What follows belongs to an exercise in optimizing a design on an open flow for small area; a production flow would make more cautious choices.
Only simulation tests tie the RTL to the original design; equivalence was not proved.
Power figures rest on the tool's default switching activity, not on a simulated workload.

===== flow/run.sh =====
#!/bin/bash
# synth_recipe.tcl (not shown) runs the flow's synth.tcl, then flattens the netlist and writes it again
# the make line also repeats each setting of config.mk as NAME=value (left out here)
make -C /OpenROAD-flow-scripts/flow DESIGN_CONFIG=/design/flow/config.mk WORK_HOME=/design/flow/orfs CLKGATE_MAP_FILE= SYNTH_SCRIPT=/design/flow/synth_recipe.tcl finish

===== flow/config.mk =====
export PLATFORM = sky130hd
export DESIGN_NAME = TopLevel
export DESIGN_NICKNAME = TopLevel
export VERILOG_FILES = /design/flow/design.v
export SDC_FILE = /design/flow/constraint.sdc
export NUM_CORES = 4
export LEC_CHECK = 0
export CAP_MARGIN = 20
export CORE_MARGIN = 2
export CORE_UTILIZATION = 45
export PLACE_DENSITY = 0.6
export SLEW_MARGIN = 20

===== flow/constraint.sdc =====
create_clock -name core_clock -period 5.0 [get_ports {clk}]
set_input_delay 1.0000 -clock core_clock [delete_from_list [all_inputs] [get_ports {clk}]]
set_output_delay 1.0000 -clock core_clock [all_outputs]
set_load 0.01 [all_outputs]

===== flow/design.v =====
module TopLevel #(
    parameter CACHE_SIZE     = 8,
    parameter BLOCK_SIZE     = 4,
    parameter ADDRESS_WIDTH  = 6,
    parameter DATA_WIDTH     = 32,
    parameter INDEX_WIDTH    = 3,
    parameter TAG_WIDTH      = ADDRESS_WIDTH - INDEX_WIDTH - $clog2(BLOCK_SIZE),
    parameter NUM_CORES      = 2
) (
    input  logic clk,
    input  logic reset,
    input  logic [NUM_CORES-1:0] core_req_valid,
    input  logic [NUM_CORES-1:0] core_req_type,
    input  logic [NUM_CORES*ADDRESS_WIDTH-1:0] core_req_addr,
    input  logic [NUM_CORES*DATA_WIDTH-1:0] core_req_data,
    output logic [NUM_CORES-1:0] cache_resp_valid,
    output logic [NUM_CORES*DATA_WIDTH-1:0] cache_resp_data
);
    localparam MEM_WORDS = 1 << ADDRESS_WIDTH;
    reg [DATA_WIDTH-1:0] c0_data [CACHE_SIZE-1:0];
    reg [DATA_WIDTH-1:0] c1_data [CACHE_SIZE-1:0];
    reg [CACHE_SIZE-1:0] c0_tag, c1_tag;
    reg [CACHE_SIZE-1:0] c0_vld, c1_vld;
    reg [1:0] pend;                        
    reg [1:0] resp_v;                      
    reg [1:0] breq;                        
    reg [1:0] shit;                        
    reg [ADDRESS_WIDTH-1:0] baddr [1:0];   
    reg [1:0] btype;                       
    reg [DATA_WIDTH-1:0] wdat [1:0];       
    reg [DATA_WIDTH-1:0] rdat [1:0];       
    reg [DATA_WIDTH-1:0] sdat [1:0];       
    reg g0;                                
    reg q1;                                
    reg [1:0] bv;                          
    reg [DATA_WIDTH-1:0] bdat;             
    reg [DATA_WIDTH-1:0] mem [MEM_WORDS-1:0];
    reg [MEM_WORDS-1:0] written;
    reg [2:0] mst;                         
    reg mresp_v;
    reg [ADDRESS_WIDTH-1:0] raddr;
    reg [DATA_WIDTH-1:0] mresp_d;
    wire g1 = q1 & ~g0;
    wire [DATA_WIDTH-1:0] c0_wd = core_req_data[0 +: DATA_WIDTH];
    wire [DATA_WIDTH-1:0] c1_wd = core_req_data[DATA_WIDTH +: DATA_WIDTH];
    wire [ADDRESS_WIDTH-1:0] c0_a = core_req_addr[0 +: ADDRESS_WIDTH];
    wire [ADDRESS_WIDTH-1:0] c1_a = core_req_addr[ADDRESS_WIDTH +: ADDRESS_WIDTH];
    wire gsel_type = g0 ? btype[0] : btype[1];
    wire gsel_shit = g0 ? shit[1]  : shit[0];
    wire gany      = g0 | q1;
    wire [ADDRESS_WIDTH-1:0] gaddr = g0 ? baddr[0] : baddr[1];
    wire [DATA_WIDTH-1:0]    gwdat = g0 ? wdat[0]  : wdat[1];
    wire [DATA_WIDTH-1:0]    gsdat = g0 ? sdat[1]  : sdat[0];
    wire mem_wr = gany & gsel_type;
    wire mem_rq = gany & ~gsel_type & ~gsel_shit;
    wire bus_xfer = gany & (gsel_type | gsel_shit);
    always @(posedge clk or posedge reset) begin
        if (reset) begin
            g0 <= 1'b0;
            q1 <= 1'b0;
            bv <= 2'b00;
        end else begin
            g0 <= breq[0];
            q1 <= breq[1];
            bv <= mresp_v ? 2'b11 : {bus_xfer & ~g0, bus_xfer & g0};
        end
    end
    always @(posedge clk) begin
        if (mresp_v)
            bdat <= mresp_d;
        else if (bus_xfer)
            bdat <= gsel_type ? gwdat : gsdat;
    end
    wire [31:0] rdef = {{(32-ADDRESS_WIDTH){1'b0}}, raddr} * 32'd10;
    reg [DATA_WIDTH-1:0] mrd_w;
    reg mrd_wr;
    integer wi;
    always @* begin
        mrd_w = '0;
        mrd_wr = 1'b0;
        for (wi = 0; wi < MEM_WORDS; wi = wi + 1) begin
            mrd_w = mrd_w | (mem[wi] & {DATA_WIDTH{raddr == wi[ADDRESS_WIDTH-1:0]}});
            mrd_wr = mrd_wr | (written[wi] & (raddr == wi[ADDRESS_WIDTH-1:0]));
        end
    end
    wire [DATA_WIDTH-1:0] mrd = mrd_wr ? mrd_w : rdef[DATA_WIDTH-1:0];
    wire midle = (mst == 3'd0) | (mst == 3'd4);
    always @(posedge clk) begin
        if (mem_wr) mem[gaddr] <= gwdat;
    end
    always @(posedge clk) begin
        if (midle & mem_rq) raddr <= gaddr;
        if (mst == 3'd3) mresp_d <= mrd;
    end
    always @(posedge clk or posedge reset) begin
        if (reset) begin
            written <= '0;
            mst <= 3'd0;
            mresp_v <= 1'b0;
        end else begin
            if (mem_wr) written[gaddr] <= 1'b1;
            mresp_v <= (mst == 3'd4);
            case (mst)
                3'd1: mst <= 3'd2;
                3'd2: mst <= 3'd3;
                3'd3: mst <= 3'd4;
                default: mst <= mem_rq ? 3'd1 : 3'd0;
            endcase
        end
    end
    wire [INDEX_WIDTH-1:0] c0_idx = c0_a[4:2];
    wire [INDEX_WIDTH-1:0] c1_idx = c1_a[4:2];
    wire c0_hit = c0_vld[c0_idx] & (c0_tag[c0_idx] == c0_a[5]);
    wire c1_hit = c1_vld[c1_idx] & (c1_tag[c1_idx] == c1_a[5]);
    wire [1:0] acc = core_req_valid & ~pend;
    wire [1:0] fill = bv & pend;
    wire [INDEX_WIDTH-1:0] c0_sidx = baddr[1][4:2];
    wire [INDEX_WIDTH-1:0] c1_sidx = baddr[0][4:2];
    wire c0_shit = c0_vld[c0_sidx] & (c0_tag[c0_sidx] == baddr[1][5]);
    wire c1_shit = c1_vld[c1_sidx] & (c1_tag[c1_sidx] == baddr[0][5]);
    always @(posedge clk or posedge reset) begin
        if (reset) begin
            pend   <= 2'b00;
            resp_v <= 2'b00;
            breq   <= 2'b00;
            shit   <= 2'b00;
            c0_vld <= '0;
            c1_vld <= '0;
        end else begin
            resp_v[0] <= (acc[0] & c0_hit) | fill[0];
            resp_v[1] <= (acc[1] & c1_hit) | fill[1];
            breq[0] <= acc[0] & ~c0_hit;
            breq[1] <= acc[1] & ~c1_hit;
            pend[0] <= (pend[0] & ~bv[0]) | (acc[0] & ~c0_hit);
            pend[1] <= (pend[1] & ~bv[1]) | (acc[1] & ~c1_hit);
            if (fill[0]) c0_vld[baddr[0][4:2]] <= 1'b1;
            if (fill[1]) c1_vld[baddr[1][4:2]] <= 1'b1;
            if (q1) shit[0] <= c0_shit;
            if (g0) shit[1] <= c1_shit;
        end
    end
    always @(posedge clk) begin
        if (acc[0] & ~c0_hit) begin
            baddr[0] <= c0_a;
            btype[0] <= core_req_type[0];
            wdat[0]  <= c0_wd;
        end
        if (acc[0] & c0_hit & ~core_req_type[0]) rdat[0] <= c0_data[c0_idx];
        if (fill[0]) rdat[0] <= bdat;
        if (acc[0] & c0_hit & core_req_type[0]) c0_data[c0_idx] <= c0_wd;
        if (fill[0]) begin
            c0_data[baddr[0][4:2]] <= bdat;
            c0_tag[baddr[0][4:2]] <= baddr[0][5];
        end
        if (q1 & c0_shit) sdat[0] <= c0_data[c0_sidx];
        if (acc[1] & ~c1_hit) begin
            baddr[1] <= c1_a;
            btype[1] <= core_req_type[1];
            wdat[1]  <= c1_wd;
        end
        if (acc[1] & c1_hit & ~core_req_type[1]) rdat[1] <= c1_data[c1_idx];
        if (fill[1]) rdat[1] <= bdat;
        if (acc[1] & c1_hit & core_req_type[1]) c1_data[c1_idx] <= c1_wd;
        if (fill[1]) begin
            c1_data[baddr[1][4:2]] <= bdat;
            c1_tag[baddr[1][4:2]] <= baddr[1][5];
        end
        if (g0 & c1_shit) sdat[1] <= c1_data[c1_sidx];
    end
    assign cache_resp_valid = resp_v;
    assign cache_resp_data  = {rdat[1], rdat[0]};
endmodule

==> results of run 1 <==
cell usage after synthesis, types with 96 or more instances:
library cell	instances	share of area (%)
edfxtp_1	2852	74
nand3_1	559	2.4
a22oi_1	507	3.3
and3_1	417	2.2
clkbuf_1	369	1.2
nand2_1	343	1.1
mux4_2	272	5.3
nand4_1	190	1.0
o21ai_0	149	0.64
a2111oi_0	138	1.0
nor2_1	134	0.43
mux2i_1	133	1.1
mux2_2	119	1.2
dfrtp_1	96	2.1
through the flow:
stage          hold slack, ns  instance area [um^2]  utilization [%]  instances
2_1_floorplan           0.331                116000                -       6860
3_3_place_gp            0.333                125000             48.8      10345
3_5_place_dp            0.336                125000             48.8      10348
4_1_cts                 0.329                135000             52.5      10888
5_1_grt                 0.356                135000             52.5      10890
6_report                0.348                135000             52.6      10909
registers in the layout (all words and copies together) (netlist names), 12 cells and up:
name,count
written,64
c0_data,256
sdat,64
rdat,64
c1_data,256
wdat,64
bdat,32
mresp_d,32
baddr,12
mem,2048
power by group:
group	leakage (nW)	switching, mW	internal, mW	total, mW
Combinational	13.6	0.324	0.196	0.520
Clock	4.71	9.65	12.9	22.6
Sequential	26.9	0	26.8	26.8
per-layer routing:
metal,part of all wire (%),vias up,GRT usage (%)
met5,0.093,-,1.11
met3,15,1856,11.8
met1,33,39682,46.6
li1,-,28806,-
met4,8.3,28,23.2
met2,43,7502,53.0
how the worst max path moves through the flow:
| stage | endpoint | slack, ns | depth (start not counted) |
|---|---|---|---|
| after floorplan | mem[34][0]$_DFFE_PP_ | 0.35 | 9 |
| after global routing | mresp_d[6]$_DFFE_PP_ | 0.36 | 9 |
| final | mresp_d[23]$_SDFFCE_PN0P_ | 0.25 | 10 |
| after global placement | mresp_d[23]$_SDFFCE_PN0P_ | 0.1 | 10 |
| after CTS | mresp_d[8]$_DFFE_PP_ | 0.45 | 9 |
| after detailed placement | mresp_d[8]$_DFFE_PP_ | 0.46 | 9 |
placed cells by master, fill, tap and decap left out, drive strengths merged, types with 11 or more instances in the layout:
cell / instances
bufinv: 19
a2111oi: 139
nand3b: 12
diode: 21
a31oi: 11
clkinv: 104
clkbuf: 403
buf: 440
a22oi: 507
clkdlybuf4s50: 141
a21boi: 22
mux2i: 133
edfxtp: 2852
nor4: 71
inv: 28
a22o: 18
o21ai: 151
nand2: 343
xnor2: 12
dfrtp: 96
and3: 417
nor2: 134
o21bai: 42
nand4: 190
a21o: 44
nor3: 34
and2: 46
nand3: 559
mux4: 272
ha: 17
or4: 17
mux2: 124
worst max-delay path, stage by stage (launching register included):
cell       delay [ns]
edfxtp_1         1.11
buf_4            0.34
nor4bb_4         0.14
buf_4            0.28
buf_4            0.18
and3_1           0.24
a2111oi_2        1.07
buf_4            0.24
nand3_1          0.06
nor4_1           0.49
a21boi_0         0.27
cells by family after synthesis:
group | count (synthesis) | synth area share (%)
muxes | 529 | 7.63
xor gates and xnor gates | 16 | 0.120
and+or+nand+nor | 1874 | 8.54
buffers and inverters | 501 | 1.69
adders and majority gates | 18 | 0.200
AOI/OAI and AO/OA | 974 | 6.13
DFF | 2948 | 75.7
cell type report:
class                      count  area share (%)
clock buffer                 403            6.28
antenna                       21          0.0389
multi-input combinational   3411            20.3
timing repair buffer         582            4.16
inverter                      23          0.0658
sequential                  2948            65.2
tap                         3384            3.14
clock inverter               137           0.868
==> results.py, run 1 <==
metrics = {
    "synthesis": {
        "yosysSeqAreaShare_pct": 75.7,
        "ys_seq_elements": 2948,
        "synthCells": 6860,
        "synth_ff_type": "edfxtp_1",
        "synth-edff-count": 2852,
        "synth_area_per_cell_um2": 17.0,
        "synthArstFlopShare_pct": 3.26,
        "synth.distinct_cells": 68,
        "syn_area_mm2": 0.116,
        "yosys_warnings": 5,
        "syn_nets": 6960,
    },
    "clock_tree": {
        "clkSinkCount": 2948,
        "cts_resized": 0,
        "path_clk_slew_ns": 0.06,
        "cts_buffer_depth": 4,
        "cts_hold_buf": 0,
        "htree_levels": 5,
        "cts_setup_buffers": 0,
        "clk_latency_ns": 0.98,
        "cts_made_buffers": 317,
        "tritoncts": "yes",
        "clock-root-buffer": "clkbuf_16",
    },
    "worst_hold_path": {
        "hold_path_end": "g0$_DFF_PP0_",
        "min_path_type": "reg2reg",
        "hold-path-cell-count": 0,
        "hold_path.startpoint": "breq[0]$_DFF_PP0_",
    },
    "sta": {
        "setup_ws_ns": 0.251,
        "hold_violations": 0,
        "fin_skew_ns": 0.0866,
        "rsz0062_at_grt": "false",
        "slew_viol_final": 0,
        "period_share_pct": 95.0,
        "maxSlewHeadroom_pct": 9.34,
        "setup_viol": 0,
        "layout_min_cycle_time_ns": 4.75,
        "clock.fmax_mhz": 211,
        "tightest_slew_ns": 1.36,
        "totalNegativeSetupSlack_ns": 0,
    },
    "setup_path": {
        "worstPathArrival_ns": 5.38,
        "crit_start": "raddr[3]$_DFFE_PP_",
        "crit_path_end_kind": "flip-flop",
        "crit_required_ns": 5.63,
        "r2r_end": "mresp_d[23]$_SDFFCE_PN0P_",
        "critical_path_peak_fanout": 26,
        "worstSetupStartpointType": "flip-flop",
        "worstReg2RegStart": "raddr[3]$_DFFE_PP_",
        "critical_path_class": "reg2reg",
        "reg2regPathDepth": 10,
        "rrSetupSlack_ns": 0.25,
    },
    "finish": {
        "nets": 7383,
        "nFillCells": 20552,
        "syn_to_final_growth_pct": 16.1,
        "seq_area_mm2": 0.0880,
        "multi_input_area_mm2": 0.0274,
        "final_layout_size_suffix_gt1_share_pct": 18.9,
    },
    "drt": {
        "drc": 0,
        "via_per_inst": 7.14,
        "vias": 77874,
        "wl_per_cell_um": 44.6,
        "dr.pass1.iters": 8,
        "drt_wl_total_um": 486000,
        "drtIter0Drc": 16207,
        "ant_nets": 0,
    },
    "power_and_ir_drop": {
        "p_per_area_mw_per_mm2": 369,
        "total_power_mw": 49.8,
        "cellLeakagePower_nw": 45.2,
        "peakVddDrop_uv": 404,
    },
    "floorplan": {
        "io_pins": 148,
        "dieArea_mm2": 0.263,
        "start_util_pct": 45.3,
        "die_x_um": 512,
        "num_rows": 186,
        "die_h_um": 512,
        "core_mm2": 0.257,
    },
    "global_routing": {
        "grt_overflow_total": 0,
        "grt_pass1_wl_um": 642000,
        "grt_max_degree": 116,
        "grt_antenna_before_repair": 55,
        "grt_pass1_vias": 72881,
        "grt.total_usage_pct": 36.3,
    },
    "place": {
        "hpwl_um": 289000,
        "portBuffers": 147,
        "dp_slack_ns": 0.456,
        "place_congestion": 0.957,
    },
    "run_status": {
        "status": "finished clean",
    },
    "job": {
        "drv_cap": 0,
    },
}
==> run 2: changes to the inputs <==
--- a/flow/design.v
+++ b/flow/design.v
@@ -33,7 +33,6 @@
     reg g0;                                
     reg q1;                                
     reg [1:0] bv;                          
-    reg [DATA_WIDTH-1:0] bdat;             
     reg [DATA_WIDTH-1:0] mem [MEM_WORDS-1:0];
     reg [MEM_WORDS-1:0] written;
     reg [2:0] mst;                         
@@ -62,15 +61,11 @@
         end else begin
             g0 <= breq[0];
             q1 <= breq[1];
-            bv <= mresp_v ? 2'b11 : {bus_xfer & ~g0, bus_xfer & g0};
+            bv <= bv_n;
         end
     end
-    always @(posedge clk) begin
-        if (mresp_v)
-            bdat <= mresp_d;
-        else if (bus_xfer)
-            bdat <= gsel_type ? gwdat : gsdat;
-    end
+    wire [DATA_WIDTH-1:0] bus_src = mresp_v ? mresp_d : (gsel_type ? gwdat : gsdat);
+    wire [1:0] bv_n = mresp_v ? 2'b11 : {bus_xfer & ~g0, bus_xfer & g0};
     wire [31:0] rdef = {{(32-ADDRESS_WIDTH){1'b0}}, raddr} * 32'd10;
     reg [DATA_WIDTH-1:0] mrd_w;
     reg mrd_wr;
@@ -114,6 +109,24 @@
     wire c1_hit = c1_vld[c1_idx] & (c1_tag[c1_idx] == c1_a[5]);
     wire [1:0] acc = core_req_valid & ~pend;
     wire [1:0] fill = bv & pend;
+    wire [1:0] pend_n = (pend & ~bv) | (acc & ~{c1_hit, c0_hit});
+    wire [1:0] take = bv_n & pend_n;       
+    function automatic [DATA_WIDTH-1:0] rd8(input [CACHE_SIZE*DATA_WIDTH-1:0] lines, input [INDEX_WIDTH-1:0] idx);
+        integer k;
+        begin
+            rd8 = '0;
+            for (k = 0; k < CACHE_SIZE; k = k + 1)
+                rd8 = rd8 | (lines[k*DATA_WIDTH +: DATA_WIDTH] & {DATA_WIDTH{idx == k[INDEX_WIDTH-1:0]}});
+        end
+    endfunction
+    wire [CACHE_SIZE*DATA_WIDTH-1:0] c0_flat, c1_flat;
+    genvar gl;
+    generate
+        for (gl = 0; gl < CACHE_SIZE; gl = gl + 1) begin : g_flat
+            assign c0_flat[gl*DATA_WIDTH +: DATA_WIDTH] = c0_data[gl];
+            assign c1_flat[gl*DATA_WIDTH +: DATA_WIDTH] = c1_data[gl];
+        end
+    endgenerate
     wire [INDEX_WIDTH-1:0] c0_sidx = baddr[1][4:2];
     wire [INDEX_WIDTH-1:0] c1_sidx = baddr[0][4:2];
     wire c0_shit = c0_vld[c0_sidx] & (c0_tag[c0_sidx] == baddr[1][5]);
@@ -131,8 +144,7 @@
             resp_v[1] <= (acc[1] & c1_hit) | fill[1];
             breq[0] <= acc[0] & ~c0_hit;
             breq[1] <= acc[1] & ~c1_hit;
-            pend[0] <= (pend[0] & ~bv[0]) | (acc[0] & ~c0_hit);
-            pend[1] <= (pend[1] & ~bv[1]) | (acc[1] & ~c1_hit);
+            pend <= pend_n;
             if (fill[0]) c0_vld[baddr[0][4:2]] <= 1'b1;
             if (fill[1]) c1_vld[baddr[1][4:2]] <= 1'b1;
             if (q1) shit[0] <= c0_shit;
@@ -145,27 +157,27 @@
             btype[0] <= core_req_type[0];
             wdat[0]  <= c0_wd;
         end
-        if (acc[0] & c0_hit & ~core_req_type[0]) rdat[0] <= c0_data[c0_idx];
-        if (fill[0]) rdat[0] <= bdat;
+        if (acc[0] & c0_hit & ~core_req_type[0]) rdat[0] <= rd8(c0_flat, c0_idx);
+        if (take[0]) rdat[0] <= bus_src;
         if (acc[0] & c0_hit & core_req_type[0]) c0_data[c0_idx] <= c0_wd;
         if (fill[0]) begin
-            c0_data[baddr[0][4:2]] <= bdat;
+            c0_data[baddr[0][4:2]] <= rdat[0];
             c0_tag[baddr[0][4:2]] <= baddr[0][5];
         end
-        if (q1 & c0_shit) sdat[0] <= c0_data[c0_sidx];
+        if (q1 & c0_shit) sdat[0] <= rd8(c0_flat, c0_sidx);
         if (acc[1] & ~c1_hit) begin
             baddr[1] <= c1_a;
             btype[1] <= core_req_type[1];
             wdat[1]  <= c1_wd;
         end
-        if (acc[1] & c1_hit & ~core_req_type[1]) rdat[1] <= c1_data[c1_idx];
-        if (fill[1]) rdat[1] <= bdat;
+        if (acc[1] & c1_hit & ~core_req_type[1]) rdat[1] <= rd8(c1_flat, c1_idx);
+        if (take[1]) rdat[1] <= bus_src;
         if (acc[1] & c1_hit & core_req_type[1]) c1_data[c1_idx] <= c1_wd;
         if (fill[1]) begin
-            c1_data[baddr[1][4:2]] <= bdat;
+            c1_data[baddr[1][4:2]] <= rdat[1];
             c1_tag[baddr[1][4:2]] <= baddr[1][5];
         end
-        if (g0 & c1_shit) sdat[1] <= c1_data[c1_sidx];
+        if (g0 & c1_shit) sdat[1] <= rd8(c1_flat, c1_sidx);
     end
     assign cache_resp_valid = resp_v;
     assign cache_resp_data  = {rdat[1], rdat[0]};
==> flow/config.mk (replaced) <==
export PLATFORM = sky130hd
export DESIGN_NAME = TopLevel
export DESIGN_NICKNAME = TopLevel
export VERILOG_FILES = /design/flow/design.v
export SDC_FILE = /design/flow/constraint.sdc
export NUM_CORES = 4
export LEC_CHECK = 0
export CAP_MARGIN = 0
export CORE_MARGIN = 2
export CORE_UTILIZATION = 55
export CTS_BUF_LIST = sky130_fd_sc_hd__clkbuf_4 sky130_fd_sc_hd__clkbuf_8 sky130_fd_sc_hd__clkbuf_16
export CTS_CLUSTER_DIAMETER = 50
export CTS_CLUSTER_SIZE = 25
export GPL_TIMING_DRIVEN = 0
export PLACE_DENSITY = 0.65
export SLEW_MARGIN = 0
==> run 2 against run 1 <==
Effect of this change:
- now fails the layout checks on max-capacitance violations, max-slew violations, negative setup slack
- worst hold slack gained 0.0052 ns
- die area shrank 22%
- global-route usage grew 12 points
- cell area shrank 4.4%
- sequential power shrank 1%
- clock skew shrank 0.038 ns
- critical endpoint is now mresp_d[16]$_SDFFCE_PN0P_
- highest routed layer unchanged
==> results.py, run 2 <==
metrics = {
    "finish": {
        "fin_util_pct": 64.5,
        "mostFrequentLayoutCell": "edfxtp_1",
        "final_cell_mix": "edfxtp_1, a22oi_1, nand2_1",
        "top_register": "mem",
        "nFillCells": 13843,
        "largest_reg_flops": 2048,
        "final_layout_size_suffix_gt1_share_pct": 14.2,
        "syn_to_final_growth_pct": 16.2,
        "reg_top3": "mem: 2048 flops, c0_data: 256 flops, c1_data: 256 flops",
        "nets": 7207,
    },
    "floorplan": {
        "start_util_pct": 55.5,
        "io_pins": 148,
        "core_mm2": 0.200,
        "die_x_um": 453,
        "die_h_um": 453,
        "dieArea_mm2": 0.206,
        "num_rows": 164,
    },
    "place": {
        "place_congestion": 1.02,
        "portBuffers": 147,
        "hpwl_um": 328000,
        "dp_slack_ns": -0.711,
    },
    "clock_tree": {
        "cts_buffer_depth": 3,
        "clkSinkCount": 2916,
        "cts_setup_buffers": 0,
        "clk_latency_ns": 0.96,
        "cts_hold_buf": 0,
        "clock-root-buffer": "clkbuf_16",
        "tritoncts": "yes",
        "path_clk_slew_ns": 0.08,
        "cts_made_buffers": 229,
        "htree_levels": 4,
    },
    "global_routing": {
        "grt-busiest-layer": "met2",
        "grt_pass1_wl_um": 652000,
        "grt_util_met2_pct": 66.1,
        "grt.total_usage_pct": 48.6,
        "grt_pass1_vias": 70584,
        "grt_overflow_total": 0,
        "grt_util_met3_pct": 23.7,
        "grt_antenna_before_repair": 59,
        "grt_max_degree": 69,
        "grtUsageMet1_pct": 58.7,
    },
    "power_and_ir_drop": {
        "cellLeakagePower_nw": 42.8,
        "total_power_mw": 47.4,
        "p_per_area_mw_per_mm2": 367,
        "peakVddDrop_uv": 407,
    },
    "synthesis": {
        "synth_area_per_cell_um2": 17.0,
        "yosys.cell_count.top_type": "edfxtp_1",
        "synthCells": 6552,
        "ys_seq_elements": 2916,
        "synthArstFlopShare_pct": 3.29,
        "yosys_warnings": 5,
        "syn_nets": 6657,
        "synth_top_area_share_pct": 76.2,
        "yosysSeqAreaShare_pct": 78.4,
        "synth_area_leaders": "edfxtp_1, a22oi_1, dfrtp_1, a221oi_1, nand2_1",
        "synth_common_cells": "edfxtp_1, a22oi_1, nand2_1",
        "synth_ff_type": "edfxtp_1",
        "syn_area_mm2": 0.111,
        "synth-edff-count": 2820,
        "synth.distinct_cells": 60,
        "yosysTopAreaCell": "edfxtp_1",
    },
    "setup_path": {
        "crit_required_ns": 5.78,
        "path_cells": "buf_2, nand4b_1, nor2_1, buf_1, clkbuf_2, a22oi_1, nand4_1, nor3_1, nand4_1, nor2b_1",
        "crit_path_end_kind": "flip-flop",
        "critical_path_class": "reg2reg",
        "max_stage_delay_ns": 1.11,
        "critical_path_peak_fanout": 10,
        "cp_slowest_cell": "buf_1",
        "worstPathArrival_ns": 6.24,
        "worstSetupStartpointType": "flip-flop",
        "critPathMostFrequentCell": "nand4_1",
    },
    "drt": {
        "drtIter0Drc": 18664,
        "drc": 0,
        "ant_nets": 0,
        "vias": 80425,
        "wl_per_cell_um": 50.3,
        "via_per_inst": 8.01,
        "dr.pass1.iters": 10,
        "drt_wl_total_um": 505000,
    },
    "sta": {
        "tightest_slew_ns": 1.57,
        "clock.fmax_mhz": 183,
        "fin_skew_ns": 0.0489,
        "maxSlewHeadroom_pct": -4.95,
        "period_share_pct": 109,
        "setup_ws_ns": -0.457,
        "rsz0062_at_grt": "true",
        "layout_min_cycle_time_ns": 5.46,
        "slew_viol_final": 215,
        "hold_violations": 0,
        "setup_viol": 20,
        "holdWs_ns": 0.353,
    },
    "worst_hold_path": {
        "min_path_type": "reg2reg",
    },
    "job": {
        "drv_cap": 7,
    },
    "run_status": {
        "violations": "max-capacitance violations, max-slew violations, negative setup slack",
        "status": "complete, but fails checks",
    },
}
==> run 2: cell type report <==
cell class	instances	area, um^2	area share [%]
Antenna cell	70	175	0.136
Buffer	390	1780	1.38
Clock buffer	236	5800	4.49
Clock inverter	202	2590	2.01
Inverter	29	111	0.0863
Multi-Input combinational cell	3215	23100	17.9
Sequential cell	2916	87100	67.5
Tap cell	2656	3320	2.57
Timing Repair Buffer	321	5100	3.95
==> run 2: kinds of logic after synthesis <==
group | count (synthesis) | synth area share [%]
buffers and inverters | 421 | 1.56
multiplexers | 249 | 2.53
XOR/XNOR | 17 | 0.134
AND/OR/NAND/NOR | 1168 | 4.83
flip-flops | 2916 | 78.4
AO/OA/AOI/OAI | 1758 | 12.3
adder cells (fa/ha/maj) | 23 | 0.266
==> run 2: power breakdown <==
group	internal (mW)	leakage [nW]	total (mW)	switching, mW
registers	26.4	26.7	26.4	0
clock network	10.1	4.06	20.4	10.3
logic	0.178	12.1	0.588	0.410
total	36.7	42.8	47.4	10.7
==> run 2: worst paths after layout <==
path / slack, ns / from / depth (start not counted) / to
max in group asynchronous: 3.77 / reset / 3 / written[57]$_DFFE_PP0P_
max reg2reg: -0.46 / raddr[3]$_DFFE_PP_ / 10 / mresp_d[16]$_SDFFCE_PN0P_
min: 0.35 / breq[0]$_DFF_PP0_ / 0 / g0$_DFF_PP0_
min in group asynchronous: 0.48 / reset / 2 / g0$_DFF_PP0_
min reg2reg: 0.35 / breq[0]$_DFF_PP0_ / 0 / g0$_DFF_PP0_
max: -0.46 / raddr[3]$_DFFE_PP_ / 10 / mresp_d[16]$_SDFFCE_PN0P_
==> run 2: per-layer routing <==
layer	vias to the layer above	share of wire (%)
met5	-	0.13
met4	59	11
met3	2656	19
met2	10091	40
met1	39270	30
li1	28349	-
==> run 2: per-stage QoR <==
step	instances	TNS (ns)	area, um^2
2_1_floorplan	6552	0	111000
3_3_place_gp	9355	-7000.56	116000
3_5_place_dp	9526	-52.47	120000
4_1_cts	9963	-0.0258	129000
5_1_grt	9968	-0.0293	129000
6_report	10035	-4.74	129000
==> run 2: repair_timing <==
action,4_1_cts,5_1_grt
setup endpoints to repair,25,31
pin swaps,0,2
gates resized for setup,32,52
==> run 2: critical path, delay by kind of cell (launching register included) <==
kind / cells / cell delay [ns]
AND/OR/NAND/NOR: 6 / 2.31
buffers and inverters: 3 / 2.28
flip-flops: 1 / 0.52
AO/OA/AOI/OAI: 1 / 0.17
==> run 3: changes to the inputs <==
==> flow/config.mk (replaced) <==
export PLATFORM = sky130hd
export DESIGN_NAME = TopLevel
export DESIGN_NICKNAME = TopLevel
export VERILOG_FILES = /design/flow/design.v
export SDC_FILE = /design/flow/constraint.sdc
export NUM_CORES = 4
export LEC_CHECK = 0
export CAP_MARGIN = 20
export CORE_MARGIN = 2
export CORE_UTILIZATION = 45
export PLACE_DENSITY = 0.6
export SLEW_MARGIN = 20
==> run 3 against run 2 <==
Effect of this change:
- the run now finishes clean
- critical path type unchanged
- first-iteration DRC count fell by 20%
- power grew 4.2%
- sequential share of layout area is 0.49 points lower
- critical endpoint is now mresp_d[19]$_SDFFCE_PN0P_
- largest cell class unchanged
- largest power group unchanged
- highest routed layer unchanged
==> results.py, run 3 <==
metrics = {
    "drt": {
        "drc": 0,
        "vias": 75108,
        "wl_per_cell_um": 43.6,
        "via_per_inst": 7.15,
        "drtIter0Drc": 14928,
        "ant_nets": 0,
        "dr.pass1.iters": 9,
        "drt_wl_total_um": 458000,
    },
    "finish": {
        "multi_input_area_mm2": 0.0235,
        "design_area_mm2": 0.130,
        "nets": 7153,
        "fin_cells": 10510,
        "seq_area_mm2": 0.0871,
        "final_cell_mix": "edfxtp_1, a22oi_1, nand2_1",
        "nFillCells": 19261,
        "largest_reg_flops": 2048,
        "top_register": "mem",
        "reg_top3": "mem: 2048 flops, c0_data: 256 flops, c1_data: 256 flops",
        "mostFrequentLayoutCell": "edfxtp_1",
        "syn_to_final_growth_pct": 17.1,
        "fin_util_pct": 52.9,
        "final_layout_size_suffix_gt1_share_pct": 15.8,
    },
    "clock_tree": {
        "cts_buffer_depth": 4,
        "cts_resized": 0,
        "cts_made_buffers": 315,
        "cts_setup_buffers": 0,
        "clock-root-buffer": "clkbuf_16",
        "tritoncts": "yes",
        "clkSinkCount": 2916,
        "path_clk_slew_ns": 0.06,
        "htree_levels": 5,
        "clk_latency_ns": 0.98,
        "cts_hold_buf": 0,
    },
    "power_and_ir_drop": {
        "total_power_mw": 49.4,
        "cellLeakagePower_nw": 43.1,
        "p_per_area_mw_per_mm2": 380,
        "netSwitchingFraction_pct": 20.0,
        "p_seq_share_pct": 53.6,
        "p_int_mw": 39.5,
        "p_sw_mw": 9.88,
        "peakVddDrop_uv": 397,
        "pwr-share-clk_pct": 45.3,
        "combPwrFrac_pct": 1.1,
    },
    "sta": {
        "holdWs_ns": 0.352,
        "totalNegativeSetupSlack_ns": 0,
        "fin_skew_ns": 0.0758,
        "maxSlewHeadroom_pct": 15.3,
        "setup_viol": 0,
        "layout_min_cycle_time_ns": 4.33,
        "period_share_pct": 86.6,
        "tightest_slew_ns": 1.27,
        "rsz0062_at_grt": "false",
        "setup_ws_ns": 0.670,
        "clock.fmax_mhz": 231,
        "slew_viol_final": 0,
        "hold_violations": 0,
    },
    "global_routing": {
        "grt_antenna_before_repair": 34,
        "grt_max_degree": 72,
        "grt.total_usage_pct": 35.8,
        "grt_pass1_wl_um": 606000,
        "grt_pass1_vias": 68866,
        "grt_overflow_total": 0,
    },
    "worst_hold_path": {
        "min_path_type": "reg2reg",
    },
    "floorplan": {
        "die_x_um": 501,
        "num_rows": 182,
        "start_util_pct": 45.2,
        "die_h_um": 501,
        "core_mm2": 0.246,
        "dieArea_mm2": 0.251,
        "io_pins": 148,
    },
    "place": {
        "detailed_place.area_mm2": 0.120,
        "portBuffers": 147,
        "placed_cells": 9950,
        "hpwl_um": 275000,
        "place_congestion": 0.947,
        "dp_slack_ns": -0.0187,
    },
    "synthesis": {
        "yosys.cell_count.top_type": "edfxtp_1",
        "synth-edff-count": 2820,
        "synth_area_per_cell_um2": 17.0,
        "synth_top_area_share_pct": 76.2,
        "synth_common_cells": "edfxtp_1, a22oi_1, nand2_1",
        "synthCells": 6552,
        "ys_seq_elements": 2916,
        "synth_area_leaders": "edfxtp_1, a22oi_1, dfrtp_1, a221oi_1, nand2_1",
        "syn_area_mm2": 0.111,
        "syn_nets": 6657,
        "synth.distinct_cells": 60,
        "synthArstFlopShare_pct": 3.29,
        "synth_ff_type": "edfxtp_1",
        "yosys_warnings": 5,
        "yosysTopAreaCell": "edfxtp_1",
        "yosysSeqAreaShare_pct": 78.4,
    },
    "setup_path": {
        "path_cells": "or2_2, nor2_4, buf_12, buf_4, a22oi_1, nand2_1, nor4_1, nand4_1, nor2b_1",
        "worstSetupStartpointType": "flip-flop",
        "critical_path_peak_fanout": 16,
        "critical_path_class": "reg2reg",
        "max_stage_delay_ns": 0.88,
        "cp_slowest_cell": "nor4_1",
        "crit_required_ns": 5.71,
        "worstPathArrival_ns": 5.04,
        "crit_path_end_kind": "flip-flop",
    },
    "run_status": {
        "status": "finished clean",
    },
    "job": {
        "drv_cap": 0,
    },
}
-- run 3: cell counts after synthesis --
No cell type changed its count.
-- run 3: layout make-up --
| cell class | instances | share of cell area [%] |
|---|---|---|
| antenna | 17 | 0.0327 |
| clock buffer | 382 | 6.38 |
| clock inverter | 160 | 1.03 |
| inverter | 29 | 0.0876 |
| multi-input combinational | 3215 | 18.1 |
| sequential | 2916 | 67.0 |
| tap | 3220 | 3.10 |
| timing repair buffer | 571 | 4.33 |
-- run 3: worst max-delay path, delay by kind of cell, from the launching register on --
kind / cells / cell delay (ns)
simple gates: 6 / 2.74
compound gates: 1 / 0.27
flops: 1 / 0.51
buf+inv: 2 / 0.54
-- run 3: routing by layer --
metal	global-route usage (%)	wire (um)	vias up
met5	0.0579	251	-
met4	21.2	33700	36
met3	11.8	72500	1581
met2	52.8	198000	7268
met1	46.2	154000	38098
li1	-	-	28125
-- run 3: logic make-up (layout without fill, tap and decap cells) --
group	count (synthesis)	in the layout	synth area share, %
flops	2916	2916	78.4
compound gates	1758	1758	12.3
simple gates	1168	1168	4.83
buf+inv	421	1142	1.56
mux	249	249	2.53
fa+ha+maj	23	23	0.266
xor+xnor	17	17	0.134
other cells	0	17	0
-- run 3: final timing paths --
kind	start	end	slack [ns]	cells after the start
worst max-delay path	raddr[0]$_DFFE_PP_	mresp_d[19]$_SDFFCE_PN0P_	0.67	9
worst min-delay path	breq[0]$_DFF_PP0_	g0$_DFF_PP0_	0.35	0
worst max register to register	raddr[0]$_DFFE_PP_	mresp_d[19]$_SDFFCE_PN0P_	0.67	9
worst min register to register	breq[0]$_DFF_PP0_	g0$_DFF_PP0_	0.35	0
max in group asynchronous	reset	written[63]$_DFFE_PP0P_	3.66	3
min in group asynchronous	reset	breq[0]$_DFF_PP0_	0.55	2
-- run 3: power groups by stage --
stage	combinational (mW)	clock [mW]	sequential, mW
after floorplan	0.255	0	27.0
after global placement	0.510	0	27.0
after detailed placement	0.516	0	27.0
after CTS	0.519	22.4	26.5
after global routing	0.556	23.3	26.5
final	0.529	22.4	26.5
==> run 4: changes to the inputs <==
==> flow/flow/run.sh (new file) <==
#!/bin/bash
# Own layout flow: the standard synthesis unchanged, then the standard layout from
# floorplan to finish with the largest plain buffers set don't-use, so that the resizer
# buffers the memory's high-fanout nets with small buffers instead of buf_12/buf_16 trees
# (and buffers the ports with small buffers too).
set -euo pipefail
W=$(pwd)
R=$W/orfs/results/${FLOW_PLATFORM}/TopLevel/base

bash standard.sh synth > $W/std_synth.log 2>&1

cp $W/config.mk $W/config.mk.std
echo 'export DONT_USE_CELLS = sky130_fd_sc_hd__buf_6 sky130_fd_sc_hd__buf_8 sky130_fd_sc_hd__buf_12 sky130_fd_sc_hd__buf_16 sky130_fd_sc_hd__bufbuf_8 sky130_fd_sc_hd__bufbuf_16' >> $W/config.mk
# keep the synthesis results up to date with respect to the edited config
for f in 1_1_yosys_canonicalize.rtlil 1_2_yosys.v 1_2_yosys.sdc 1_synth.odb 1_synth.sdc; do
  [[ -f $R/$f ]] && touch $R/$f
  sleep 1
done

bash standard.sh finish > $W/std_layout.log 2>&1
==> flow/standard.sh (new file) <==
#!/bin/bash
# synth_recipe.tcl (not shown) runs the flow's synth.tcl, then flattens the netlist and writes it again
# the make line also repeats each setting of config.mk as NAME=value (left out here)
make -C /OpenROAD-flow-scripts/flow DESIGN_CONFIG=/design/flow/config.mk WORK_HOME=/design/flow/orfs CLKGATE_MAP_FILE= SYNTH_SCRIPT=/design/flow/synth_recipe.tcl "${@:-finish}"
--- a/flow/config.mk
+++ b/flow/config.mk
@@ -7,6 +7,10 @@
 export LEC_CHECK = 0
 export CAP_MARGIN = 20
 export CORE_MARGIN = 2
-export CORE_UTILIZATION = 45
-export PLACE_DENSITY = 0.6
+export CORE_UTILIZATION = 50
+export CTS_BUF_LIST = sky130_fd_sc_hd__clkbuf_4 sky130_fd_sc_hd__clkbuf_8 sky130_fd_sc_hd__clkbuf_16
+export CTS_CLUSTER_DIAMETER = 50
+export CTS_CLUSTER_SIZE = 25
+export PLACE_DENSITY = 0.65
 export SLEW_MARGIN = 20
+export DONT_USE_CELLS = sky130_fd_sc_hd__buf_6 sky130_fd_sc_hd__buf_8 sky130_fd_sc_hd__buf_12 sky130_fd_sc_hd__buf_16 sky130_fd_sc_hd__bufbuf_8 sky130_fd_sc_hd__bufbuf_16
removed: flow/run.sh
==> run 4 against run 3 <==
Effect of this change:
- now fails the layout checks on negative setup slack
- clock skew rose by 0.016 ns
- via count rose by 2.0%
- non-clock buffer count rose by 48
- worst hold slack got worse by 0.17 ns
- wire length fell by 0.78%
- sequential share of layout area rose by 2.2 points
- count of clock-buffer cells in the layout fell by 154
- global-route usage rose by 3.8 points
- critical endpoint is now mresp_d[22]$_SDFFCE_PN0P_
- synthesized cell count did not move
- flip-flop and latch count did not move
- register-to-register slack got worse by 0.69 ns
- highest routed layer unchanged
==> results.py, run 4 <==
metrics = {
    "run_status": {
        "status": "complete, but fails checks",
        "violations": "negative setup slack",
    },
    "clock_tree": {
        "path_clk_slew_ns": 0.08,
        "tritoncts": "yes",
        "clock-root-buffer": "clkbuf_16",
        "clk_latency_ns": 0.94,
        "cts_hold_buf": 0,
        "cts_setup_buffers": 0,
        "cts_resized": 0,
        "htree_levels": 4,
        "cts_made_buffers": 220,
        "clkSinkCount": 2916,
        "cts_buffer_depth": 3,
    },
    "sta": {
        "layout_min_cycle_time_ns": 5.02,
        "fin_skew_ns": 0.0919,
        "hold_violations": 0,
        "setup_viol": 1,
        "setup_ws_ns": -0.0168,
        "clock.fmax_mhz": 199,
        "maxSlewHeadroom_pct": 12.1,
        "tightest_slew_ns": 1.31,
        "period_share_pct": 100,
        "slew_viol_final": 0,
        "rsz0062_at_grt": "false",
    },
    "place": {
        "portBuffers": 147,
        "detailed_place.area_mm2": 0.118,
        "place_congestion": 1.00,
        "hpwl_um": 287000,
        "dp_slack_ns": 0.406,
    },
    "job": {
        "drv_cap": 0,
    },
    "synthesis": {
        "synthCells": 6552,
        "synth_ff_type": "edfxtp_1",
        "syn_nets": 6657,
        "synth.distinct_cells": 60,
        "synth_common_cells": "edfxtp_1, a22oi_1, nand2_1",
        "synthArstFlopShare_pct": 3.29,
        "synth_area_leaders": "edfxtp_1, a22oi_1, dfrtp_1, a221oi_1, nand2_1",
        "synth_top_area_share_pct": 76.2,
        "yosys.cell_count.top_type": "edfxtp_1",
        "synth-edff-count": 2820,
        "ys_seq_elements": 2916,
        "synth_area_per_cell_um2": 17.0,
        "yosys_warnings": 5,
        "yosysTopAreaCell": "edfxtp_1",
        "yosysSeqAreaShare_pct": 78.4,
        "syn_area_mm2": 0.111,
    },
    "power_and_ir_drop": {
        "peakVddDrop_uv": 312,
        "cellLeakagePower_nw": 41.6,
        "total_power_mw": 46.6,
        "p_per_area_mw_per_mm2": 370,
    },
    "finish": {
        "syn_to_final_growth_pct": 13.3,
        "final_cell_mix": "edfxtp_1, a22oi_1, nand2_1",
        "reg_top3": "mem: 2048 flops, c0_data: 256 flops, c1_data: 256 flops",
        "nets": 7106,
        "design_area_mm2": 0.126,
        "nFillCells": 16812,
        "final_layout_size_suffix_gt1_share_pct": 15.1,
        "largest_reg_flops": 2048,
        "mostFrequentLayoutCell": "edfxtp_1",
        "top_register": "mem",
    },
    "setup_path": {
        "rrSetupSlack_ns": -0.02,
        "worstPathArrival_ns": 5.80,
        "crit_path_end_kind": "flip-flop",
        "critical_path_peak_fanout": 18,
        "critical_path_class": "reg2reg",
        "worstSetupStartpointType": "flip-flop",
        "crit_required_ns": 5.78,
    },
    "drt": {
        "dr.pass1.iters": 12,
        "drc": 0,
        "ant_nets": 0,
        "drt_wl_total_um": 455000,
        "vias": 76642,
        "drtIter0Drc": 17247,
        "via_per_inst": 7.51,
        "wl_per_cell_um": 44.5,
    },
    "floorplan": {
        "die_h_um": 475,
        "start_util_pct": 50.2,
        "die_x_um": 475,
        "num_rows": 173,
        "dieArea_mm2": 0.226,
        "io_pins": 148,
        "core_mm2": 0.221,
    },
    "global_routing": {
        "grt_max_degree": 67,
        "grt_util_met2_pct": 56.1,
        "grt_pass1_vias": 69537,
        "grt_overflow_total": 0,
        "grtUsageMet1_pct": 50.0,
        "grt-busiest-layer": "met2",
        "grt_antenna_before_repair": 43,
        "grt_util_met3_pct": 16.5,
        "grt.total_usage_pct": 39.6,
        "grt_pass1_wl_um": 602000,
    },
    "worst_hold_path": {
        "min_path_type": "in2async",
    },
}
[run 4: cell counts after synthesis]
No cell type changed its count.
[run 4: cell type report]
type | count | area (um^2) | area share [%]
timing repair buffer | 619 | 3250 | 2.58
clock inverter | 191 | 2500 | 1.99
clock buffer | 228 | 5580 | 4.44
antenna | 38 | 95.1 | 0.0756
inverter | 29 | 111 | 0.0885
tap | 2975 | 3720 | 2.96
multi-input combinational | 3215 | 23500 | 18.7
sequential | 2916 | 87100 | 69.2
[run 4: worst max-delay path, cell delays in order (launching register included)]
cell and delay, ns:
edfxtp_1 0.66, or4b_1 0.78, nor2_4 1.01, buf_4 0.65
buf_1 0.60, a22oi_1 0.23, nand2_1 0.12, nor3_1 0.09
nand4_1 0.47, nor2b_1 0.25
[run 4: layer usage]
layer / vias to the layer above / wire (um)
li1: 28057 / -
met3: 2015 / 82400
met5: - / 281
met2: 8586 / 189000
met4: 36 / 39000
met1: 37948 / 145000
[run 4: path summary, 6_finish.rpt]
path                                        endpoint  cells past startpoint               start
setup / recovery           mresp_d[22]$_SDFFCE_PN0P_                      9  raddr[3]$_DFFE_PP_
hold / removal                     breq[0]$_DFF_PP0_                      2               reset
setup reg to reg           mresp_d[22]$_SDFFCE_PN0P_                      9  raddr[3]$_DFFE_PP_
hold reg to reg                         q1$_DFF_PP0_                      0   breq[1]$_DFF_PP0_
max in group asynchronous    written[34]$_DFFE_PP0P_                      3               reset
min in group core_clock        baddr[0][1]$_DFFE_PP_                      1    core_req_addr[1]
[run 4: cells by family after synthesis]
kind of cell / after synthesis / synth area share (%)
adder cells (fa/ha/maj): 23 / 0.266
multiplexers: 249 / 2.53
XOR/XNOR: 17 / 0.134
flip-flops: 2916 / 78.4
AND/OR/NAND/NOR: 1168 / 4.83
AO/OA/AOI/OAI: 1758 / 12.3
buffers and inverters: 421 / 1.56
[run 4: power by group]
group          total [mW]  switching (mW)  internal, mW
registers            26.4               0          26.4
clock network        19.7            10.0          9.63
logic               0.512           0.378         0.134
[run 4: per-stage QoR]
step / utilization [%] / hold slack, ns / TNS [ns] / cells
floorplan: - / 0.331 / 0 / 6552
global placement: 53.1 / 0.335 / 0 / 9750
detailed placement: 53.1 / 0.336 / 0 / 9751
CTS: 56.8 / 0.200 / 0 / 10170
global route: 56.8 / 0.223 / 0 / 10177
finish: 56.8 / 0.184 / -0.0168 / 10211
==> run 5: changes to the inputs <==
==> flow/flow/run.sh (replaced) <==
#!/bin/bash
# Own layout flow: the standard synthesis unchanged, then the standard layout from
# floorplan to finish with the two largest plain buffers set don't-use, so that the resizer
# buffers the memory's high-fanout nets with smaller buffers instead of buf_12/buf_16 trees,
# and a clock tree built without dummy loads.
set -euo pipefail
W=$(pwd)
R=$W/orfs/results/${FLOW_PLATFORM}/TopLevel/base

bash standard.sh synth > $W/std_synth.log 2>&1

cp $W/config.mk $W/config.mk.std
echo 'export DONT_USE_CELLS = sky130_fd_sc_hd__buf_12 sky130_fd_sc_hd__buf_16 sky130_fd_sc_hd__bufbuf_16' >> $W/config.mk
# Clock tree: clustered clkbuf_8/clkbuf_16 sink buffers, without ORFS's dummy balancing loads.
echo 'export CTS_ARGS = -sink_clustering_enable -repair_clock_nets -dont_use_dummy_load -buf_list {sky130_fd_sc_hd__clkbuf_8 sky130_fd_sc_hd__clkbuf_16} -sink_clustering_size 20 -sink_clustering_max_diameter 50' >> $W/config.mk
# keep the synthesis results up to date with respect to the edited config
for f in 1_1_yosys_canonicalize.rtlil 1_2_yosys.v 1_2_yosys.sdc 1_synth.odb 1_synth.sdc; do
  [[ -f $R/$f ]] && touch $R/$f
  sleep 1
done

bash standard.sh finish > $W/std_layout.log 2>&1
==> flow/config.mk (replaced) <==
export PLATFORM = sky130hd
export DESIGN_NAME = TopLevel
export DESIGN_NICKNAME = TopLevel
export VERILOG_FILES = /design/flow/design.v
export SDC_FILE = /design/flow/constraint.sdc
export NUM_CORES = 4
export LEC_CHECK = 0
export CAP_MARGIN = 20
export CORE_MARGIN = 2
export CORE_UTILIZATION = 45
export PLACE_DENSITY = 0.6
export SETUP_SLACK_MARGIN = 0.1
export SLEW_MARGIN = 20
export DONT_USE_CELLS = sky130_fd_sc_hd__buf_12 sky130_fd_sc_hd__buf_16 sky130_fd_sc_hd__bufbuf_16
export CTS_ARGS = -sink_clustering_enable -repair_clock_nets -dont_use_dummy_load -buf_list {sky130_fd_sc_hd__clkbuf_8 sky130_fd_sc_hd__clkbuf_16} -sink_clustering_size 20 -sink_clustering_max_diameter 50
==> run 5 against run 4 <==
Effect of this change:
- now clean on timing, DRC and antenna
- count of clock-buffer cells in the layout grew 66
- worst setup slack improved by 0.26 ns
- combinational power is 7.4% higher
- utilization is 5.2 points lower
- critical endpoint is now mem[46][3]$_DFFE_PP_
- largest cell class unchanged
- highest routed layer unchanged
==> results.py, run 5 <==
metrics = {
    "run_status": {
        "status": "finished clean",
    },
    "synthesis": {
        "synth.distinct_cells": 60,
        "synth_common_cells": "edfxtp_1, a22oi_1, nand2_1",
        "synth_ff_type": "edfxtp_1",
        "synth-edff-count": 2820,
        "yosys_warnings": 5,
        "synth_top_area_share_pct": 76.2,
        "synthArstFlopShare_pct": 3.29,
        "synthCells": 6552,
        "ys_seq_elements": 2916,
        "synth_area_per_cell_um2": 17.0,
        "yosys.cell_count.top_type": "edfxtp_1",
        "synth_area_leaders": "edfxtp_1, a22oi_1, dfrtp_1, a221oi_1, nand2_1",
        "yosysTopAreaCell": "edfxtp_1",
        "syn_area_mm2": 0.111,
        "syn_nets": 6657,
        "yosysSeqAreaShare_pct": 78.4,
    },
    "sta": {
        "layout_min_cycle_time_ns": 4.76,
        "fin_skew_ns": 0.115,
        "totalNegativeSetupSlack_ns": 0,
        "maxSlewHeadroom_pct": 13.6,
        "clock.fmax_mhz": 210,
        "period_share_pct": 95.2,
        "rsz0062_at_grt": "false",
        "setup_viol": 0,
        "hold_violations": 0,
        "tightest_slew_ns": 1.29,
        "slew_viol_final": 0,
    },
    "clock_tree": {
        "cts_hold_buf": 0,
        "cts_buffer_depth": 4,
        "path_clk_slew_ns": 0.07,
        "htree_levels": 5,
        "tritoncts": "yes",
        "cts_resized": 0,
        "clk_latency_ns": 1.00,
        "clkSinkCount": 2916,
        "clock-root-buffer": "clkbuf_16",
        "cts_setup_buffers": 0,
        "cts_made_buffers": 294,
    },
    "global_routing": {
        "grt_antenna_before_repair": 31,
        "grt_max_degree": 67,
        "grt.total_usage_pct": 36.1,
        "grt_overflow_total": 0,
        "grt_pass1_wl_um": 610000,
        "grt_pass1_vias": 69035,
    },
    "floorplan": {
        "dieArea_mm2": 0.251,
        "die_h_um": 501,
        "io_pins": 148,
        "core_mm2": 0.246,
        "num_rows": 182,
        "die_x_um": 501,
        "start_util_pct": 45.2,
    },
    "drt": {
        "via_per_inst": 7.26,
        "dr.pass1.iters": 10,
        "drtIter0Drc": 15342,
        "ant_nets": 0,
        "vias": 75293,
        "drt_wl_total_um": 462000,
        "drc": 0,
        "wl_per_cell_um": 44.6,
    },
    "place": {
        "place_congestion": 0.964,
        "hpwl_um": 295000,
        "portBuffers": 147,
    },
    "finish": {
        "syn_to_final_growth_pct": 14.2,
        "reg_top3": "mem: 2048 flops, c0_data: 256 flops, c1_data: 256 flops",
        "largest_reg_flops": 2048,
        "final_layout_size_suffix_gt1_share_pct": 15.7,
        "mostFrequentLayoutCell": "edfxtp_1",
        "nets": 7234,
        "final_cell_mix": "edfxtp_1, a22oi_1, nand2_1",
        "top_register": "mem",
    },
    "power_and_ir_drop": {
        "total_power_mw": 45.9,
        "peakVddDrop_uv": 421,
        "cellLeakagePower_nw": 42.4,
        "p_per_area_mw_per_mm2": 362,
    },
    "setup_path": {
        "critical_path_class": "reg2reg",
        "rrSetupSlack_ns": 0.24,
        "critical_path_peak_fanout": 18,
        "crit_path_end_kind": "flip-flop",
        "reg2regPathDepth": 6,
        "crit_required_ns": 5.61,
        "worstSetupStartpointType": "flip-flop",
        "worstPathArrival_ns": 5.37,
    },
    "worst_hold_path": {
        "hold-path-cell-count": 0,
        "min_path_type": "reg2reg",
    },
    "job": {
        "drv_cap": 0,
    },
}
==> run 5: metal layers <==
metal,vias to the layer above,global-route usage [%],part of all wire [%]
li1,28077,-,-
met1,38277,47.3,34
met2,7311,53.0,43
met3,1608,11.4,16
met4,20,21.1,7.3
met5,-,0,0.034
==> run 5: report_power, final <==
group          switching (mW)  total (mW)  internal, mW
clock                    8.61        18.9          10.3
combinational           0.388       0.550         0.162
sequential                  0        26.5          26.5
==> run 5: worst paths after layout <==
check / start / to
min in group asynchronous: reset / g0$_DFF_PP0_
max in group asynchronous: reset / written[60]$_DFFE_PP0P_
worst max-delay path: g0$_DFF_PP0_ / mem[46][3]$_DFFE_PP_
worst min-delay path: breq[0]$_DFF_PP0_ / g0$_DFF_PP0_
worst min register to register: breq[0]$_DFF_PP0_ / g0$_DFF_PP0_
worst max register to register: g0$_DFF_PP0_ / mem[46][3]$_DFFE_PP_
==> run 5: layout make-up <==
cell class                 instances  area (um^2)
multi-input combinational       3215        23500
sequential                      2916        87100
timing repair buffer             673         4760
fill                           19670       119000
tap                             3220         4030
clock buffer                     294         7360
antenna                           22         55.1
inverter                          29          111
==> run 5: kinds of logic (layout without fill, tap and decap cells) <==
family / after synthesis / count (layout) / synth area share (%)
flip-flops: 2916 / 2916 / 78.4
AND/OR/NAND/NOR: 1168 / 1168 / 4.83
XOR/XNOR: 17 / 17 / 0.134
buffers and inverters: 421 / 996 / 1.56
AO/OA/AOI/OAI: 1758 / 1758 / 12.3
other: 0 / 22 / 0
multiplexers: 249 / 249 / 2.53
adder cells (fa/ha/maj): 23 / 23 / 0.266
==> run 5: worst max-delay path, stage by stage (launching register included) <==
cell and delay [ns]:
dfrtp_4 0.73, mux2i_1 0.96, inv_1 0.28, nor2_1 0.22
nand2_1 0.57, nor2_4 1.02, buf_4 0.55
==> run 5: stage by stage <==
stage | instance area (um^2) | util (%) | setup WS [ns] | hold WS [ns] | cells
2_1_floorplan | 111000 | - | 0.698 | 0.331 | 6552
3_3_place_gp | 119000 | 48.6 | 0.301 | 0.332 | 10045
3_5_place_dp | 119000 | 48.6 | 0.300 | 0.343 | 10049
4_1_cts | 127000 | 51.6 | 0.530 | 0.345 | 10343
5_1_grt | 127000 | 51.6 | 0.396 | 0.348 | 10350
6_report | 127000 | 51.6 | 0.242 | 0.348 | 10369
==> run 6: changes to the inputs <==
--- a/flow/flow/run.sh
+++ b/flow/flow/run.sh
@@ -11,8 +11,8 @@
 
 cp $W/config.mk $W/config.mk.std
 echo 'export DONT_USE_CELLS = sky130_fd_sc_hd__buf_12 sky130_fd_sc_hd__buf_16 sky130_fd_sc_hd__bufbuf_16' >> $W/config.mk
-# Clock tree: clustered clkbuf_8/clkbuf_16 sink buffers, without ORFS's dummy balancing loads.
-echo 'export CTS_ARGS = -sink_clustering_enable -repair_clock_nets -dont_use_dummy_load -buf_list {sky130_fd_sc_hd__clkbuf_8 sky130_fd_sc_hd__clkbuf_16} -sink_clustering_size 20 -sink_clustering_max_diameter 50' >> $W/config.mk
+# Clock tree: clustered clkbuf_8 sink buffers, without ORFS's dummy balancing loads.
+echo 'export CTS_ARGS = -sink_clustering_enable -repair_clock_nets -dont_use_dummy_load -buf_list {sky130_fd_sc_hd__clkbuf_8} -sink_clustering_size 20 -sink_clustering_max_diameter 40' >> $W/config.mk
 # keep the synthesis results up to date with respect to the edited config
 for f in 1_1_yosys_canonicalize.rtlil 1_2_yosys.v 1_2_yosys.sdc 1_synth.odb 1_synth.sdc; do
   [[ -f $R/$f ]] && touch $R/$f
--- a/flow/config.mk
+++ b/flow/config.mk
@@ -12,4 +12,4 @@
 export SETUP_SLACK_MARGIN = 0.1
 export SLEW_MARGIN = 20
 export DONT_USE_CELLS = sky130_fd_sc_hd__buf_12 sky130_fd_sc_hd__buf_16 sky130_fd_sc_hd__bufbuf_16
-export CTS_ARGS = -sink_clustering_enable -repair_clock_nets -dont_use_dummy_load -buf_list {sky130_fd_sc_hd__clkbuf_8 sky130_fd_sc_hd__clkbuf_16} -sink_clustering_size 20 -sink_clustering_max_diameter 50
+export CTS_ARGS = -sink_clustering_enable -repair_clock_nets -dont_use_dummy_load -buf_list {sky130_fd_sc_hd__clkbuf_8} -sink_clustering_size 20 -sink_clustering_max_diameter 40
==> run 6 against run 5 <==
Effect of this change:
- sequential share of layout area up 0.94 points
- largest cell class unchanged
- first-iteration DRC count shrank 1.0%
- largest power group unchanged
- clock power decreased by 18%
- non-clock buffer count down 1
- utilization decreased by 0.70 points
- wire length up 0.22%
- register-to-register slack improved by 0.03 ns
- combinational power is essentially flat
- still clean on timing, DRC and antenna
==> results.py, run 6 <==
metrics = {
    "sta": {
        "rsz0062_at_grt": "false",
        "period_share_pct": 94.5,
        "setup_viol": 0,
        "totalNegativeSetupSlack_ns": 0,
        "slew_viol_final": 0,
        "fin_skew_ns": 0.176,
        "tightest_slew_ns": 1.39,
        "clock.fmax_mhz": 212,
        "hold_violations": 0,
        "maxSlewHeadroom_pct": 7.44,
        "layout_min_cycle_time_ns": 4.73,
    },
    "synthesis": {
        "synth_ff_type": "edfxtp_1",
        "synth-edff-count": 2820,
        "synth_area_per_cell_um2": 17.0,
        "synth_area_leaders": "edfxtp_1, a22oi_1, dfrtp_1, a221oi_1, nand2_1",
        "synth_common_cells": "edfxtp_1, a22oi_1, nand2_1",
        "synthArstFlopShare_pct": 3.29,
        "synth_top_area_share_pct": 76.2,
        "syn_nets": 6657,
        "ys_seq_elements": 2916,
        "synth.distinct_cells": 60,
        "yosys_warnings": 5,
        "yosysTopAreaCell": "edfxtp_1",
        "synthCells": 6552,
        "yosys.cell_count.top_type": "edfxtp_1",
        "yosysSeqAreaShare_pct": 78.4,
        "syn_area_mm2": 0.111,
    },
    "place": {
        "placed_cells": 10049,
        "portBuffers": 147,
        "hpwl_um": 295000,
        "place_congestion": 0.964,
    },
    "drt": {
        "drt_wl_total_um": 463000,
        "ant_nets": 0,
        "dr.pass1.iters": 15,
        "drc": 0,
        "drtIter0Drc": 15184,
        "wl_per_cell_um": 44.1,
        "via_per_inst": 7.22,
        "vias": 75819,
    },
    "clock_tree": {
        "cts_buffer_depth": 4,
        "tritoncts": "yes",
        "clk_latency_ns": 1.18,
        "path_clk_slew_ns": 0.06,
        "clkSinkCount": 2916,
        "clock-root-buffer": "clkbuf_8",
        "cts_made_buffers": 409,
        "htree_levels": 5,
        "cts_setup_buffers": 0,
        "cts_hold_buf": 0,
        "cts_resized": 0,
    },
    "floorplan": {
        "die_x_um": 501,
        "die_h_um": 501,
        "start_util_pct": 45.2,
        "num_rows": 182,
        "dieArea_mm2": 0.251,
        "io_pins": 148,
        "core_mm2": 0.246,
    },
    "run_status": {
        "status": "finished clean",
    },
    "global_routing": {
        "grt_pass1_wl_um": 612000,
        "grt_overflow_total": 0,
        "grt_antenna_before_repair": 45,
        "grt_pass1_vias": 69788,
        "grt_max_degree": 67,
        "grt.total_usage_pct": 36.2,
    },
    "setup_path": {
        "crit_path_end_kind": "flip-flop",
        "critical_path_peak_fanout": 18,
        "critical_path_class": "reg2reg",
        "crit_required_ns": 5.71,
        "worstSetupStartpointType": "flip-flop",
        "worstPathArrival_ns": 5.44,
    },
    "finish": {
        "top_register": "mem",
        "final_cell_mix": "edfxtp_1, a22oi_1, nand2_1",
        "reg_top3": "mem: 2048 flops, c0_data: 256 flops, c1_data: 256 flops",
        "largest_reg_flops": 2048,
        "mostFrequentLayoutCell": "edfxtp_1",
        "fin_cells": 10497,
        "syn_to_final_growth_pct": 12.7,
        "nets": 7348,
        "final_layout_size_suffix_gt1_share_pct": 17.1,
    },
    "job": {
        "drv_cap": 0,
    },
    "power_and_ir_drop": {
        "cellLeakagePower_nw": 41.7,
        "p_per_area_mw_per_mm2": 340,
        "peakVddDrop_uv": 284,
    },
    "worst_hold_path": {
        "min_path_type": "in2async",
    },
}
==> run 6: stage by stage <==
step           worst slack [ns]  area (um^2)  hold slack, ns  total power, mW  util (%)
4_1_cts                   0.607       125000           0.196             42.5      50.9
3_3_place_gp              0.301       119000           0.332             27.5      48.6
6_report                  0.274       125000           0.257             42.6      50.9
2_1_floorplan             0.698       111000           0.331             27.2         -
3_5_place_dp              0.300       119000           0.343             27.5      48.6
5_1_grt                   0.382       125000           0.228             43.4      50.9
==> run 6: cell type report <==
class	count	area, um^2
Fill cell	19887	121000
Inverter	29	111
Tap cell	3220	4030
Clock buffer	409	5630
Sequential cell	2916	87100
Antenna cell	36	90.1
Timing Repair Buffer	672	4740
Multi-Input combinational cell	3215	23500
==> run 6: metal layers <==
layer  vias up  routed length (um)  GRT usage (%)
met3      1685               74300           12.2
met5         -                 541          0.772
met4        38               33300           20.4
met1     38104              156000           46.8
met2      7756              199000           53.3
li1      28236                   -              -
==> run 6: kinds of logic (layout without fill, tap and decap cells) <==
group,after synthesis,after routing,synth area share (%)
XOR/XNOR,17,17,0.134
multiplexers,249,249,2.53
AND/OR/NAND/NOR,1168,1168,4.83
other,0,36,0
flip-flops,2916,2916,78.4
adder cells (fa/ha/maj),23,23,0.266
buffers and inverters,421,1110,1.56
AO/OA/AOI/OAI,1758,1758,12.3
==> run 6: critical path: stages (launching register included) <==
cell     delay (ns)
dfrtp_4        0.71
mux2i_1        0.96
inv_1          0.27
nor2_1         0.21
nand2_1        0.57
nor2_4         1.04
buf_4          0.55
==> run 6: path summary, 6_finish.rpt <==
path / end / cells after the start / startpoint / slack (ns)
setup / recovery: mem[46][11]$_DFFE_PP_ / 6 / g0$_DFF_PP0_ / 0.27
hold / removal: written[8]$_DFFE_PP0P_ / 2 / reset / 0.26
setup reg to reg: mem[46][11]$_DFFE_PP_ / 6 / g0$_DFF_PP0_ / 0.27
hold reg to reg: g0$_DFF_PP0_ / 0 / breq[0]$_DFF_PP0_ / 0.35
max in group asynchronous: written[0]$_DFFE_PP0P_ / 3 / reset / 3.58
min in group core_clock: wdat[0][5]$_DFFE_PP_ / 1 / core_req_data[5] / 0.26
==> run 6: where the power goes <==
part	switching (mW)	leakage, nW	internal, mW
Clock	8.34	2.94	7.19
Sequential	0	26.7	26.5
Combinational	0.387	12.1	0.162

-- re-timing with driven ports --
Ports are ideal in the flow. The routed layouts listed here were re-timed in OpenROAD.
Step 1 (the two cells are an assumption about what drives the block):
set clk [get_ports {clk}]
set_driving_cell -lib_cell sky130_fd_sc_hd__clkbuf_16 $clk
set_driving_cell -lib_cell sky130_fd_sc_hd__buf_2 [delete_from_list [all_inputs] $clk]
Step 2 times the ports against the registers' clock, not the clock port: input delays grow and output delays shrink by t, the midpoint of the rising clock arrivals with the driver on.
Slacks: ideal / step 1 / step 2; pairs: ideal / step 1.
| run | t (ns) | slack for setup (ns) | worst hold slack (ns) | worst slew at a driven data input, ns |
|---|---|---|---|---|
| run 1 | 1.043 | 0.251 / 0.251 / 0.251 | 0.348 / 0.294 / 0.348 | 0.17 |
| run 2 | 1.032 | -0.457 / -0.457 / -0.894 | 0.353 / 0.353 / 0.353 | 0.05 |
| run 3 | 1.035 | 0.670 / 0.670 / -0.112 | 0.352 / 0.352 / 0.352 | 0.17 |
| run 4 | 1.003 | -0.017 / -0.017 / -0.017 | 0.184 / 0.112 / 0.366 | 0.15 |
| run 5 | 1.043 | 0.242 / 0.242 / 0.172 | 0.348 / 0.331 / 0.348 | 0.15 |
| run 6 | 1.188 | 0.274 / 0.274 / 0.150 | 0.257 / 0.191 / 0.355 | 0.18 |
With both steps, setup timing fails in run 3, where it was met with ideal ports. For run 3, which loses most, drivers alone change the setup slack by 0.000 ns; drivers and shift together by -0.782 ns.
